Source: an optimization exercise on an open RTL-to-GDS flow (aim: small area). Production flows keep margins and buffers that such runs may drop. Only simulation tests tie the RTL to the original design; equivalence was not proved.

==> flow/design.v, too long to show whole: its modules and the start of the top module <==
// module fft: 1455 lines
// module fft_rca: 12 lines
// module fft_rcah: 16 lines
// module fft_fa: 6 lines
module fft(clk,rst,fir_data,fir_valid,fft_data,fft_valid,freq,fft_fin);
  // ...
==> flow/run.sh <==
#!/bin/bash
# synth_recipe.tcl (not shown) runs the flow's synth.tcl, then flattens the netlist and writes it again
# the make line also repeats each setting of config.mk as NAME=value (left out here)
make -C /OpenROAD-flow-scripts/flow DESIGN_CONFIG=/design/flow/config.mk WORK_HOME=/design/flow/orfs CLKGATE_MAP_FILE= SYNTH_SCRIPT=/design/flow/synth_recipe.tcl finish
==> flow/config.mk <==
export PLATFORM = sky130hd
export DESIGN_NAME = fft
export DESIGN_NICKNAME = fft
export VERILOG_FILES = /design/flow/design.v
export SDC_FILE = /design/flow/constraint.sdc
export NUM_CORES = 4
export LEC_CHECK = 0
export ABC_AREA = 1
export CAP_MARGIN = 20
export CORE_MARGIN = 2
export CORE_UTILIZATION = 70
export CTS_BUF_LIST = sky130_fd_sc_hd__clkbuf_8
export CTS_CLUSTER_DIAMETER = 45
export CTS_CLUSTER_SIZE = 22
export PLACE_DENSITY = 0.8
export SLEW_MARGIN = 20
export SYNTH_HIERARCHICAL = 1
export SYNTH_MINIMUM_KEEP_SIZE = 0
==> flow/constraint.sdc <==
create_clock -name core_clock -period 12.0 [get_ports {clk}]
set_input_delay 2.4000 -clock core_clock [delete_from_list [all_inputs] [get_ports {clk}]]
set_output_delay 2.4000 -clock core_clock [all_outputs]
set_load 0.01 [all_outputs]
==> results.json, run 1 <==
{
  "status": "finished clean",
  "slowest_stage": "fa_1",
  "synth.most_common_cell": "dfxtp_1",
  "sh_seq_area_pct": 33.81,
  "critical_path_arrival_ns": 9.34,
  "met2_length_um": 36280,
  "die_w_um": 215.7,
  "syn_to_final_growth_pct": 8.039,
  "wl_met1_um": 30490,
  "fillCellCount": 2897,
  "routed_wl_um": 74390,
  "reg_top3": "f1 x128, f2i x96, f2r x96",
  "dpl-instance-area_sq_um": 32550,
  "h-tree-depth": 2,
  "buffer_area_share_pct": 2.908,
  "multi_input_area_share_pct": 53.31,
  "postSynth.asyncResetShare_pct": 0,
  "fmax_mhz": 85.19,
  "tightest_slew_ns": 1.018,
  "cts_sinks": 572,
  "tap_cells": 592,
  "initial_core_util_pct": 70.95,
  "multiInputGateArea_sq_um": 18070,
  "crit_cells": 27,
  "cts_resized": 15,
  "grt_antenna_before_repair": 0
}
==> run 2, diff against run 1 <==
--- a/flow/design.v
+++ b/flow/design.v
@@ -850,17 +850,17 @@
 reg [23:8] vir;
 wire [15:0] Xo;
 always @(posedge clk) begin
   f2r[0] <= sel2 ? Dr : Brr;
   f2i[0] <= sel2 ? Di : (t2 ? Dr : Bir);
   for (i = 1; i < 4; i = i + 1) begin f2r[i] <= f2r[i-1]; f2i[i] <= f2i[i-1]; end
   vrr <= vr;
   vir <= vi;
-  wx  <= (tb & r2[0]) ? {8'd0, Xo} : Di;
+  wx  <= {Di[23:16], (tb & r2[0]) ? Xo : Di[15:0]};
 end
 wire tph  = ~qv[2];
 wire mulC = tph & qv[0];
 wire neg2 = tph & qv[1];
 wire [23:0] xin = (tph & ~qv[0]) ? wx : vrr;
 wire [23:0] xvr = xin ^ {24{neg2}};
 wire [15:0] kxc = neg2 ? 16'd46340 : 16'd0;
 wire xcr_1;
==> flow/config.mk (replaced) <==
export PLATFORM = sky130hd
export DESIGN_NAME = fft
export DESIGN_NICKNAME = fft
export VERILOG_FILES = /design/flow/design.v
export SDC_FILE = /design/flow/constraint.sdc
export NUM_CORES = 4
export LEC_CHECK = 0
export ABC_AREA = 1
export CAP_MARGIN = 20
export CORE_MARGIN = 2
export CORE_UTILIZATION = 70
export CTS_BUF_LIST = sky130_fd_sc_hd__clkbuf_8
export CTS_CLUSTER_DIAMETER = 50
export CTS_CLUSTER_SIZE = 16
export GPL_TIMING_DRIVEN = 0
export PLACE_DENSITY = 0.8
export SLEW_MARGIN = 20
export SYNTH_HIERARCHICAL = 1
export SYNTH_MINIMUM_KEEP_SIZE = 0
==> run 2 against run 1 <==
Register-to-register slack lost 0.65 ns. Cell area grew 0.66%. Area after synthesis is essentially flat. Largest cell class unchanged. Highest routed layer is now met5.
==> results.json, run 2 <==
{
  "fin_crit_ns": 11.90,
  "cts_max_path_buffers": 3,
  "cpLargestDelayFamily": "adder cells",
  "postSynth.asyncResetShare_pct": 0,
  "largest-register": "f1",
  "gp_congestion": 1.022,
  "syn_avg_cell_area_sq_um": 10.76,
  "numPortBuffers": 56,
  "min-delay-path-class": "flip-flop to flip-flop",
  "critical_path_arrival_ns": 9.50,
  "cts_root_buf": "clkbuf_8",
  "cts_sinks": 572,
  "cts_tree": "done",
  "clock_latency_ns": 0.69,
  "die_w_um": 215.6,
  "slowest_stage": "fa_1",
  "fillCellCount": 2821,
  "grt_overflow_total": 0,
  "path_clk_slew_ns": 0.10,
  "synth.distinct_cells": 45,
  "synthFlopType": "dfxtp_1",
  "path_buf_inv": 11,
  "largest_reg_flops": 128,
  "rrSetupSlack_ns": 0.18,
  "crit_type": "flip-flop to output pin",
  "dieHeight_um": 215.6,
  "synth_enable_flop_cells": 0,
  "viasPerCell": 5.837,
  "crit_path_max_incr_delay_ns": 0.52,
  "grt_pass1_vias": 23450,
  "yosys.area.top_type": "dfxtp_1",
  "h-tree-depth": 2,
  "rsz0062_at_grt": "yes",
  "status": "finished clean",
  "initial_core_util_pct": 70.90,
  "routed_wl_um": 84590,
  "finalSetupViolCount": 0,
  "final_max_slew_viol_count": 0,
  "final_common_cell": "dfxtp_1",
  "cp_max_fo": 11,
  "post_drt_wl_per_cell_um": 23.08,
  "r2r_cells": 30,
  "synth_area_sq_um": 31350,
  "grt_antenna_before_repair": 1,
  "synth_common_cells": "dfxtp_1, fa_1, nand2_1",
  "reg2reg_to": "f2i[0][23]",
  "cap_violations": 0,
  "dp_cells": 3573,
  "min_to": "f2i[1][14]",
  "syn_to_final_growth_pct": 8.835,
  "fin_crit_sh_pct": 99.13,
  "worstSetupStartpointType": "flip-flop",
  "hold_ws_ns": 0.3142,
  "drtPass1Iterations": 5,
  "r2r-start": "qb[1]",
  "die_area_sq_um": 46500,
  "numCtsBuffers": 49,
  "yosys_warnings": 12,
  "final_cells": 3665,
  "yosysSeqAreaShare_pct": 36.52,
  "io_pins": 57,
  "syn_inst": 2914,
  "finish.utilization_pct": 77.17,
  "max_slew_margin_pct": 28.13,
  "hold_depth": 0,
  "dpl-instance-area_sq_um": 32710,
  "grt_pass1_wl_um": 132900,
  "worst_slack_ns": 0.1042,
  "cp-end-kind": "output pin",
  "drive_gt1_share_pct": 8.822,
  "crit_path_start": "cnt[0]",
  "reg_top3": "f1 x128, f2i x96, f2r x96",
  "fin_area_sq_um": 34120,
  "dp_hpwl_um": 67990,
  "synth.most_common_cell": "dfxtp_1",
  "min_from": "f2i[0][14]",
  "tightest_slew_ns": 1.078,
  "synth_top_area_share_pct": 36.52,
  "cp_common_cell": "fa_2",
  "postRouteAntennaNets": 0,
  "fmax_mhz": 84.06,
  "grt_max_degree": 20,
  "synth_area_leaders": "dfxtp_1, fa_1, o21ai_0, nand2_1, inv_1",
  "skew_ns": 0.04804,
  "pre_cts_ws_ns": -2.359,
  "num_rows": 77,
  "drt_iter0_drc": 2046,
  "final-hold-violation-count": 0,
  "layout_common_cells": "dfxtp_1, fa_1, nand2_1, inv_1, o21ai_0",
  "coreArea_sq_um": 44220,
  "finalSetupTns_ns": 0,
  "crit_required_ns": 9.60,
  "via_count": 21390,
  "ys_ff_latch": 572,
  "grt_usage_pct": 38.02,
  "nNetsFinal": 3670,
  "drc": 0
}
run 2: cell count changes after synthesis, moves of 7 or more:
cell	change
o21a_1	+8
nand2_1	-7
o211ai_1	+8
nor2_1	-8
o21ai_0	-15
inv_1	-8
run 2: layout make-up:
type | count | area (sq um) | area share [%]
Clock inverter | 24 | 236.5 | 0.6930
Multi-Input combinational cell | 1864 | 18220 | 53.40
Buffer | 135 | 705.7 | 2.068
Timing Repair Buffer | 72 | 679.4 | 1.991
Sequential cell | 572 | 11460 | 33.58
Clock buffer | 53 | 729.5 | 2.138
Inverter | 352 | 1349 | 3.953
Tap cell | 592 | 740.7 | 2.171
Antenna cell | 1 | 2.502 | 0.007333
run 2: per-layer routing:
layer	GRT usage [%]	routed length (um)	part of all wire [%]
met1	46.47	31720	37
met2	65.81	42640	50
met3	5.680	5259	6.2
met4	19.82	4956	5.9
met5	0	13	0.015
run 2: worst max-delay path by stage:
stage / endpoint / slack [ns] / cells after the start
floorplan: fft_data[15] / 0.33 / 31
global placement: fft_data[15] / -2.20 / 32
detailed placement: fft_data[15] / -2.36 / 32
CTS: fft_data[31] / 0.004 / 29
global route: fft_data[15] / -0.07 / 33
finish: fft_data[15] / 0.10 / 33
run 2: cells by family after synthesis:
family | count (synthesis) | share of synthesized area (%)
compound gates | 475 | 8.711
xor+xnor | 106 | 3.033
fa+ha+maj | 605 | 36.31
buf+inv | 488 | 6.090
flops | 572 | 36.52
mux | 41 | 1.373
other cells | 2 | 0.02395
simple gates | 625 | 7.941
run 2: timing repair:
item / CTS / global route
setup endpoints to repair: 20 / 13
pin swaps: 4 / 6
gates resized for setup: 113 / 43
setup buffers: 14 / 1
hold buffers: 0 / 0
run 2: modules after synthesis (local to each module, per instance), excerpt:
module	copies in the design	flip-flops and latches	cells inside
fft_fa	508	0	1
fft	1	572	2367
==> run 3, diff against run 2 <==
--- a/flow/config.mk
+++ b/flow/config.mk
@@ -12,7 +12,6 @@
 export CTS_BUF_LIST = sky130_fd_sc_hd__clkbuf_8
 export CTS_CLUSTER_DIAMETER = 50
 export CTS_CLUSTER_SIZE = 16
-export GPL_TIMING_DRIVEN = 0
 export PLACE_DENSITY = 0.8
 export SLEW_MARGIN = 20
 export SYNTH_HIERARCHICAL = 1
==> run 3 against run 2 <==
Still clean. Global-route usage decreased by 4.4 points. Sequential share of layout area increased by 0.50 points. Setup slack improved by 0.19 ns. Critical path depth decreased by 6. Clock skew decreased by 0.0050 ns. Non-clock buffer count decreased by 96. Utilization decreased by 1.1 points. Die area unchanged. Via count decreased by 5.5%. Largest cell class unchanged. Highest routed layer unchanged.
==> results.json, run 3 <==
{
  "status": "finished clean",
  "synth.most_common_cell": "dfxtp_1",
  "synth_enable_flop_cells": 0,
  "gp_congestion": 0.9246,
  "finalSetupViolCount": 0,
  "grt_usage_pct": 33.66,
  "synth_common_cells": "dfxtp_1, fa_1, nand2_1",
  "drt_iter0_drc": 1820,
  "pre_cts_ws_ns": 0.3568,
  "path_clk_slew_ns": 0.10,
  "dp_hpwl_um": 58780,
  "cp_common_cell": "fa_1",
  "fin_crit_ns": 11.71,
  "die_w_um": 215.6,
  "drive_gt1_share_pct": 6.882,
  "drtPass1Iterations": 6,
  "yosys.area.top_type": "dfxtp_1",
  "yosysSeqAreaShare_pct": 36.52,
  "min-delay-path-class": "flip-flop to flip-flop",
  "num_rows": 77,
  "clock_latency_ns": 0.69,
  "syn_inst": 2914,
  "grt_pass1_wl_um": 120100,
  "final-hold-violation-count": 0,
  "cts_max_path_buffers": 3,
  "reg_top3": "f1 x128, f2i x96, f2r x96",
  "postRouteAntennaNets": 0,
  "cap_violations": 0,
  "hold_ws_ns": 0.3138,
  "coreArea_sq_um": 44220,
  "grt_overflow_total": 0,
  "crit_type": "flip-flop to output pin",
  "io_pins": 57,
  "crit_required_ns": 9.60,
  "synth_area_sq_um": 31350,
  "grt_antenna_before_repair": 2,
  "final_common_cell": "dfxtp_1",
  "skew_ns": 0.04308,
  "synthFlopType": "dfxtp_1",
  "drc": 0,
  "largest-register": "f1",
  "routed_wl_um": 74350,
  "synth_top_area_share_pct": 36.52,
  "largest_reg_flops": 128,
  "cts_tree": "done",
  "h-tree-depth": 2,
  "finish.utilization_pct": 76.08,
  "via_count": 20210,
  "rrSetupSlack_ns": 0.84,
  "die_area_sq_um": 46500,
  "slowest_stage": "fa_1",
  "fin_area_sq_um": 33640,
  "ys_ff_latch": 572,
  "grt_max_degree": 107,
  "layout_common_cells": "dfxtp_1, fa_1, nand2_1, inv_1, o21ai_0",
  "initial_core_util_pct": 70.90,
  "fillCellCount": 2947,
  "synth_area_leaders": "dfxtp_1, fa_1, o21ai_0, nand2_1, inv_1",
  "cp-end-kind": "output pin",
  "max_slew_margin_pct": 32.58,
  "dpl-instance-area_sq_um": 32520,
  "synth.distinct_cells": 45,
  "viasPerCell": 5.657,
  "cts_sinks": 572,
  "cp_max_fo": 4,
  "ctsHoldBuffers": 0,
  "dieHeight_um": 215.6,
  "post_drt_wl_per_cell_um": 20.81,
  "tightest_slew_ns": 1.011,
  "final_max_slew_viol_count": 0,
  "nNetsFinal": 3577,
  "yosys_warnings": 12,
  "worst_slack_ns": 0.2949,
  "fmax_mhz": 85.43,
  "postSynth.asyncResetShare_pct": 0,
  "syn_to_final_growth_pct": 7.303,
  "syn_avg_cell_area_sq_um": 10.76,
  "cts_root_buf": "clkbuf_8",
  "worstSetupStartpointType": "flip-flop",
  "fin_crit_sh_pct": 97.54,
  "crit_path_max_incr_delay_ns": 0.49,
  "numCtsBuffers": 52,
  "numPortBuffers": 56,
  "grt_pass1_vias": 21870,
  "critical_path_arrival_ns": 9.31
}
[run 3: cell counts after synthesis]
No cell type changed its count.
[run 3: kinds of logic (layout without fill, tap and decap cells)]
| kind of cell | count (synthesis) | count (layout) | synth area share (%) |
|---|---|---|---|
| mux | 41 | 41 | 1.373 |
| xor+xnor | 106 | 106 | 3.033 |
| simple gates | 625 | 625 | 7.941 |
| other cells | 2 | 13 | 0.02395 |
| fa+ha+maj | 605 | 605 | 36.31 |
| compound gates | 475 | 475 | 8.711 |
| flops | 572 | 572 | 36.52 |
| buf+inv | 488 | 543 | 6.090 |
[run 3: area by class of cell]
cell class | instances | area [sq um] | share of cell area, %
Multi-Input combinational cell | 1864 | 18080 | 53.74
Antenna cell | 1 | 2.502 | 0.007438
Clock buffer | 54 | 743.2 | 2.209
Clock inverter | 26 | 314.1 | 0.9335
Inverter | 352 | 1326 | 3.942
Sequential cell | 572 | 11460 | 34.07
Timing Repair Buffer | 111 | 972.2 | 2.890
Tap cell | 592 | 740.7 | 2.202
[run 3: per-module statistics from Yosys, one instance, submodules excluded, a selection]
| module | cell area, sq um | cells inside | flops+latches |
|---|---|---|---|
| fft | 21020 | 2367 | 572 |
| fft_fa | 20.02 | 1 | 0 |
[run 3: stage by stage]
step	TNS, ns	std cells
5_1_grt	-0.009669	3572
6_report	0	3572
3_3_place_gp	0	3489
4_1_cts	0	3571
3_5_place_dp	0	3489
2_1_floorplan	0	2924
[run 3: worst paths after layout]
| check | startpoint | endpoint | cells past startpoint |
|---|---|---|---|
| worst max-delay path | cnt[0] | fft_data[15] | 27 |
| worst min-delay path | f2r[0][15] | f2r[1][15] | 0 |
| worst min register to register | f2r[0][15] | f2r[1][15] | 0 |
| worst max register to register | qb[1] | vrr[23] | 29 |
[run 3: what timing repair did]
item                                    in CTS  in global routing
gates resized for setup                      9                 17
hold endpoints to repair                     0                  0
pin swaps                                    1                  2
endpoints found under the setup margin       3                  4
setup buffers                                2                  0
[run 3: routing by layer]
metal / part of all wire, % / up-vias / GRT usage (%)
met3: 5.5 / 174 / 5.539
met1: 40 / 10140 / 43.31
met4: 4.2 / 2 / 13.59
met5: 0.017 / - / 0
met2: 50 / 695 / 57.32
li1: - / 9202 / -
[run 3: critical path, delay by kind of cell, from the launching register on]
family,cells,cell delay [ns]
flip-flops,1,0.39
AO/OA/AOI/OAI,1,0.11
AND/OR/NAND/NOR,3,0.38
buffers and inverters,4,0.48
adder cells (fa/ha/maj),19,7.28
==> run 4, diff against run 3 <==
--- a/flow/config.mk
+++ b/flow/config.mk
@@ -8,11 +8,11 @@
 export ABC_AREA = 1
 export CAP_MARGIN = 20
 export CORE_MARGIN = 2
-export CORE_UTILIZATION = 70
+export CORE_UTILIZATION = 78
 export CTS_BUF_LIST = sky130_fd_sc_hd__clkbuf_8
 export CTS_CLUSTER_DIAMETER = 50
 export CTS_CLUSTER_SIZE = 16
-export PLACE_DENSITY = 0.8
+export PLACE_DENSITY = 0.86
 export SLEW_MARGIN = 20
 export SYNTH_HIERARCHICAL = 1
 export SYNTH_MINIMUM_KEEP_SIZE = 0
==> run 4 against run 3 <==
Die area down 10%. Global-route usage up 7.2 points. Critical path depth down 2. Cell area down 0.48%. Synthesized cell count unchanged. Wire length up 8.1%. Fmax down 0.59%. Count of clock-buffer cells in the layout down 3. Setup slack worse by 0.069 ns. Area after synthesis unchanged. Critical endpoint is now fft_data[31].
==> results.json, run 4 <==
{
  "cap_violations": 0,
  "min-delay-path-class": "flip-flop to flip-flop",
  "dp_hpwl_um": 59790,
  "max_slew_margin_pct": 27.77,
  "largest_reg_flops": 128,
  "grt_pass1_vias": 23230,
  "cp_max_fo": 14,
  "synth_top_area_share_pct": 36.52,
  "final_common_cell": "dfxtp_1",
  "rsz0062_at_grt": "yes",
  "ys_ff_latch": 572,
  "syn_inst": 2914,
  "dieHeight_um": 204.5,
  "grt_overflow_total": 0,
  "drtPass1Iterations": 7,
  "final_max_slew_viol_count": 0,
  "synth_area_sq_um": 31350,
  "synth_enable_flop_cells": 0,
  "slowest_stage": "fa_1",
  "cts_sinks": 572,
  "viasPerCell": 6.121,
  "synth.most_common_cell": "dfxtp_1",
  "postRouteAntennaNets": 0,
  "cpLargestDelayFamily": "adder cells",
  "finalSetupViolCount": 0,
  "ctsHoldBuffers": 0,
  "h-tree-depth": 2,
  "worstSetupStartpointType": "flip-flop",
  "crit_type": "flip-flop to output pin",
  "die_w_um": 204.5,
  "clock_latency_ns": 0.70,
  "cp_common_cell": "fa_1",
  "drc": 0,
  "finish.utilization_pct": 84.27,
  "via_count": 21400,
  "yosys.area.top_type": "dfxtp_1",
  "syn_avg_cell_area_sq_um": 10.76,
  "critical_path_arrival_ns": 9.37,
  "grt_usage_pct": 40.83,
  "skew_ns": 0.05387,
  "crit_path_max_incr_delay_ns": 0.52,
  "die_area_sq_um": 41820,
  "crit_cells": 25,
  "drt_iter0_drc": 2241,
  "initial_core_util_pct": 78.91,
  "fmax_mhz": 84.93,
  "tightest_slew_ns": 1.074,
  "routed_wl_um": 80390,
  "fin_crit_sh_pct": 98.12,
  "synthFlopType": "dfxtp_1",
  "r2r_cells": 32,
  "reg_top3": "f1 x128, f2i x96, f2r x96",
  "yosysSeqAreaShare_pct": 36.52,
  "grt_pass1_wl_um": 127400,
  "reg2reg_to": "wx[10]",
  "cp-end-kind": "output pin",
  "grt_max_degree": 106,
  "r2r-start": "cnt[2]",
  "cts_max_path_buffers": 3,
  "postSynth.asyncResetShare_pct": 0,
  "endpoint": "fft_data[31]",
  "num_rows": 73,
  "grt_antenna_before_repair": 5,
  "crit_path_start": "cnt[0]",
  "fin_crit_ns": 11.77,
  "numPortBuffers": 56,
  "crit_required_ns": 9.60,
  "cts_root_buf": "clkbuf_8",
  "synth_common_cells": "dfxtp_1, fa_1, nand2_1",
  "cts_tree": "done",
  "largest-register": "f1",
  "drive_gt1_share_pct": 6.770,
  "gp_congestion": 0.9425,
  "numCtsBuffers": 48,
  "layout_common_cells": "dfxtp_1, fa_1, nand2_1, inv_1, o21ai_0",
  "io_pins": 57,
  "synth.distinct_cells": 45,
  "final-hold-violation-count": 0,
  "syn_to_final_growth_pct": 6.784,
  "path_clk_slew_ns": 0.10,
  "status": "finished clean",
  "nNetsFinal": 3571,
  "synth_area_leaders": "dfxtp_1, fa_1, o21ai_0, nand2_1, inv_1",
  "post_drt_wl_per_cell_um": 23.00,
  "yosys_warnings": 12,
  "rrSetupSlack_ns": 0.66,
  "coreArea_sq_um": 39730,
  "path_buf_inv": 5
}
-- run 4: cell types whose count changed in the layout (fill, tap and decap cells not counted), sizes merged, moves of 2 or more --
cell / change
dlygate4sd2: +2
buf: -2
clkinvlp: +2
clkinv: -7
bufinv: +2
clkbuf: -3
inv: -2
-- run 4: what timing repair did --
| action | CTS | global route |
|---|---|---|
| resized for setup | 10 | 26 |
| endpoints found under the setup margin | 3 | 5 |
| pin swaps | 0 | 7 |
| setup buffers | 1 | 1 |
-- run 4: cells by family (layout without fill, tap and decap cells) --
| kind of cell | Yosys count | in the layout | synth area share (%) |
|---|---|---|---|
| other | 2 | 14 | 0.02395 |
| multiplexers | 41 | 41 | 1.373 |
| adder cells (fa/ha/maj) | 605 | 605 | 36.31 |
| flip-flops | 572 | 572 | 36.52 |
| AND/OR/NAND/NOR | 625 | 625 | 7.941 |
| AO/OA/AOI/OAI | 475 | 475 | 8.711 |
| XOR/XNOR | 106 | 106 | 3.033 |
| buffers and inverters | 488 | 533 | 6.090 |
-- run 4: layout make-up --
class / count / area, sq um
antenna: 2 / 5.005
clock buffer: 51 / 701.9
clock inverter: 21 / 264.0
fill: 2096 / 6251
inverter: 352 / 1328
multi-input combinational: 1864 / 18110
sequential: 572 / 11460
tap: 525 / 656.9
timing repair buffer: 109 / 958.4
-- run 4: modules after synthesis (local to each module, per instance), excerpt --
module	area, sq um	cells	copies in the design	flip-flops and latches
fft_fa	20.02	1	508	0
fft	21020	2367	1	572
-- run 4: worst min-delay path by stage --
stage                          start         end  slack (ns)  depth (start not counted)
after floorplan             f1[0][0]    f1[1][0]        0.31                          0
after global placement     f2r[1][2]   f2r[2][2]        0.31                          0
after detailed placement    f1[4][3]    f1[5][3]        0.31                          0
after CTS                  f3r[0][3]   f3r[1][3]        0.29                          0
after global routing       f3r[0][3]   f3r[1][3]        0.32                          0
final                     f2i[0][17]  f2i[1][17]        0.30                          0
-- run 4: metal layers --
layer	part of all wire (%)	up-vias	track usage (%)
met3	8.2	410	9.704
met2	48	1244	65.88
li1	-	9177	-
met4	7.7	8	26.58
met1	36	10560	49.51
met5	0.065	-	1.071
-- run 4: stage by stage --
step	hold WS [ns]	worst slack (ns)	cells	cell area (sq um)	setup TNS (ns)
after floorplan	0.3096	0.3260	2924	31390	0
after global placement	0.3095	0.5377	3420	32420	0
after detailed placement	0.3121	0.3782	3420	32420	0
after CTS	0.2893	-0.08935	3493	33410	-0.08935
after global routing	0.3178	-0.02831	3494	33480	-0.03836
final	0.2983	0.2256	3496	33480	0
==> run 5, diff against run 4 <==
==> flow/flow/run.sh (new file) <==
#!/bin/bash
# The standard layout (standard.sh, unchanged synthesis and steps), with the
# port buffers that global placement adds made of the smallest buffer cell.
export BUFFER_PORTS_ARGS="-buffer_cell sky130_fd_sc_hd__buf_2"
bash standard.sh > standard.log 2>&1
==> flow/standard.sh (new file) <==
#!/bin/bash
# synth_recipe.tcl (not shown) runs the flow's synth.tcl, then flattens the netlist and writes it again
# the make line also repeats each setting of config.mk as NAME=value (left out here)
make -C /OpenROAD-flow-scripts/flow DESIGN_CONFIG=/design/flow/config.mk WORK_HOME=/design/flow/orfs CLKGATE_MAP_FILE= SYNTH_SCRIPT=/design/flow/synth_recipe.tcl "${@:-finish}"
removed: flow/run.sh
==> run 5 against run 4 <==
Still clean on timing, DRC and antenna. Critical path depth down 1. Sequential share of layout area up 0.39 points. Largest cell class unchanged. Critical endpoint unchanged. Synthesized cell count unchanged. Area after synthesis unchanged. Highest routed layer unchanged. Global-route usage down 2.9 points.
==> results.json, run 5 <==
{
  "status": "finished clean",
  "yosys.area.top_type": "dfxtp_1",
  "die_area_sq_um": 41820,
  "path_buf_inv": 4,
  "postSynth.asyncResetShare_pct": 0,
  "fin_crit_sh_pct": 98.72,
  "max_slew_margin_pct": 29.31,
  "synth_common_cells": "dfxtp_1, fa_1, nand2_1",
  "cp_common_cell": "fa_1",
  "synthFlopType": "dfxtp_1",
  "postRouteAntennaNets": 0,
  "synth.distinct_cells": 45,
  "syn_to_final_growth_pct": 5.595,
  "ctsHoldBuffers": 0,
  "slowest_stage": "fa_1",
  "grt_antenna_before_repair": 2,
  "io_pins": 57,
  "viasPerCell": 5.992,
  "grt_usage_pct": 37.94,
  "numPortBuffers": 56,
  "cts_root_buf": "clkbuf_8",
  "cp_max_fo": 54,
  "synth_area_sq_um": 31350,
  "yosysSeqAreaShare_pct": 36.52,
  "grt_pass1_vias": 22430,
  "critical_path_arrival_ns": 9.45,
  "nNetsFinal": 3560,
  "clock_latency_ns": 0.68,
  "finalSetupTns_ns": 0,
  "finalSetupViolCount": 0,
  "coreArea_sq_um": 39730,
  "worstSetupStartpointType": "flip-flop",
  "drive_gt1_share_pct": 8.001,
  "tightest_slew_ns": 1.057,
  "skew_ns": 0.02566,
  "synth_enable_flop_cells": 0,
  "routed_wl_um": 76230,
  "grt_pass1_wl_um": 120100,
  "cts_sinks": 572,
  "dieHeight_um": 204.5,
  "drt_iter0_drc": 1918,
  "initial_core_util_pct": 78.91,
  "crit_type": "flip-flop to output pin",
  "reg_top3": "f1 x128, f2i x96, f2r x96",
  "layout_common_cells": "dfxtp_1, fa_1, nand2_1, inv_1, o21ai_0",
  "path_cells": "inv_1 > ha_2 > buf_12 > o21ai_0 > fa_1 > fa_1 > inv_1 > nor2_1 > fa_1 > fa_1 > fa_1 > fa_1 > fa_1 > fa_1 > fa_1 > fa_1 > fa_1 > fa_1 > fa_1 > fa_1 > fa_1 > fa_1 > fa_1 > buf_2",
  "synth_top_area_share_pct": 36.52,
  "largest-register": "f1",
  "drtPass1Iterations": 8,
  "dp_hpwl_um": 58560,
  "synth.most_common_cell": "dfxtp_1",
  "fillCellCount": 2170,
  "final-hold-violation-count": 0,
  "ys_ff_latch": 572,
  "grt_max_degree": 96,
  "cpLargestDelayFamily": "adder cells",
  "cp-end-kind": "output pin",
  "path_clk_slew_ns": 0.10,
  "cts_tree": "done",
  "gp_congestion": 0.9622,
  "via_count": 20900,
  "die_w_um": 204.5,
  "numCtsBuffers": 49,
  "synth_area_leaders": "dfxtp_1, fa_1, o21ai_0, nand2_1, inv_1",
  "post_drt_wl_per_cell_um": 21.86,
  "grt_overflow_total": 0,
  "cap_violations": 0,
  "fmax_mhz": 84.42,
  "syn_inst": 2914,
  "num_rows": 73,
  "drc": 0,
  "final_common_cell": "dfxtp_1",
  "h-tree-depth": 2,
  "fin_crit_ns": 11.85,
  "final_max_slew_viol_count": 0,
  "cts_max_path_buffers": 3,
  "crit_required_ns": 9.60,
  "syn_avg_cell_area_sq_um": 10.76,
  "min-delay-path-class": "flip-flop to flip-flop",
  "yosys_warnings": 12,
  "crit_path_max_incr_delay_ns": 0.48,
  "largest_reg_flops": 128
}
==> run 5: stage by stage <==
step                cell area [sq um]  util (%)  std cells  setup slack [ns]  hold slack, ns
CTS                             33050     83.19       3487          0.004374          0.3181
global placement                32060     80.69       3409            0.8183          0.3095
global route                    33110     83.32       3487          -0.03861          0.3143
finish                          33110     83.33       3488            0.1538          0.3259
floorplan                       31390         -       2924            0.3260          0.3096
detailed placement              32060     80.69       3409            0.4464          0.3121
==> run 5: path summary, 6_finish.rpt <==
path | startpoint | to | slack (ns) | cells past startpoint
min reg2reg | f2r[1][15] | f2r[2][15] | 0.33 | 0
min | f2r[1][15] | f2r[2][15] | 0.33 | 0
max reg2reg | cnt[0] | nBr[23] | 0.69 | 42
max | cnt[1] | fft_data[31] | 0.15 | 24
==> run 5: per-module statistics from Yosys (local to each module, per instance), excerpt <==
module  area (sq um)  cells inside  times used  flip-flops and latches
fft            21020          2367           1                     572
fft_fa         20.02             1         508                       0
==> run 5: cell families after synthesis <==
logic type	count (synthesis)	synth area share [%]
mux	41	1.373
xor+xnor	106	3.033
flops	572	36.52
buf+inv	488	6.090
other cells	2	0.02395
compound gates	475	8.711
fa+ha+maj	605	36.31
simple gates	625	7.941
==> run 5: final cells by class <==
| cell class | count | area (sq um) | share of cell area [%] |
|---|---|---|---|
| Multi-Input combinational cell | 1864 | 18070 | 54.58 |
| Inverter | 352 | 1333 | 4.025 |
| Clock inverter | 23 | 227.7 | 0.6878 |
| Antenna cell | 1 | 2.502 | 0.007558 |
| Tap cell | 525 | 656.9 | 1.984 |
| Sequential cell | 572 | 11460 | 34.62 |
| Clock buffer | 54 | 743.2 | 2.245 |
| Timing Repair Buffer | 97 | 611.8 | 1.848 |
==> run 5: routing by layer <==
layer	up-vias	routed length, um	track usage, %
met4	2	4700	21.79
met5	-	13	0
met2	1103	37320	62.66
li1	9159	-	-
met3	289	5437	6.188
met1	10350	28760	48.05
==> run 5: what timing repair did <==
action                                  4_1_cts  5_1_grt
pin swaps                                     0        1
endpoints found under the setup margin        1        2
setup buffers                                 1        0
gates resized for setup                       8       16

afterwards: timing with drivers on the ports:
No port has a modelled driver above. Below, the same layouts with a new extraction and two added sets of constraints. Step 1: set_driving_cell puts a clkbuf_16 on clk and a buf_2 on each other input, an assumption about the parent block. Step 2, shift: input delay + t, output delay - t, t = (earliest + latest rising clock arrival at the registers) / 2. This alone moves slack from input paths to output paths. Slacks: no drivers / after step 1 / after step 2; pairs: no drivers / after step 1.
| run | shift t [ns] | slack for setup (ns) | worst setup path at the end | worst data-port slew with drivers (ns) |
|---|---|---|---|---|
| run 1 | 0.720 | 0.262 / 0.206 / 0.830 | register to register | 0.08 |
| run 2 | 0.722 | 0.104 / 0.048 / 0.180 | register to register | 0.16 |
| run 3 | 0.726 | 0.295 / 0.240 / 0.838 | register to register | 0.07 |
| run 4 | 0.722 | 0.226 / 0.174 / 0.659 | register to register | 0.08 |
| run 5 | 0.722 | 0.154 / 0.098 / 0.694 | register to register | 0.09 |
After both steps setup and hold are still met in every run listed.
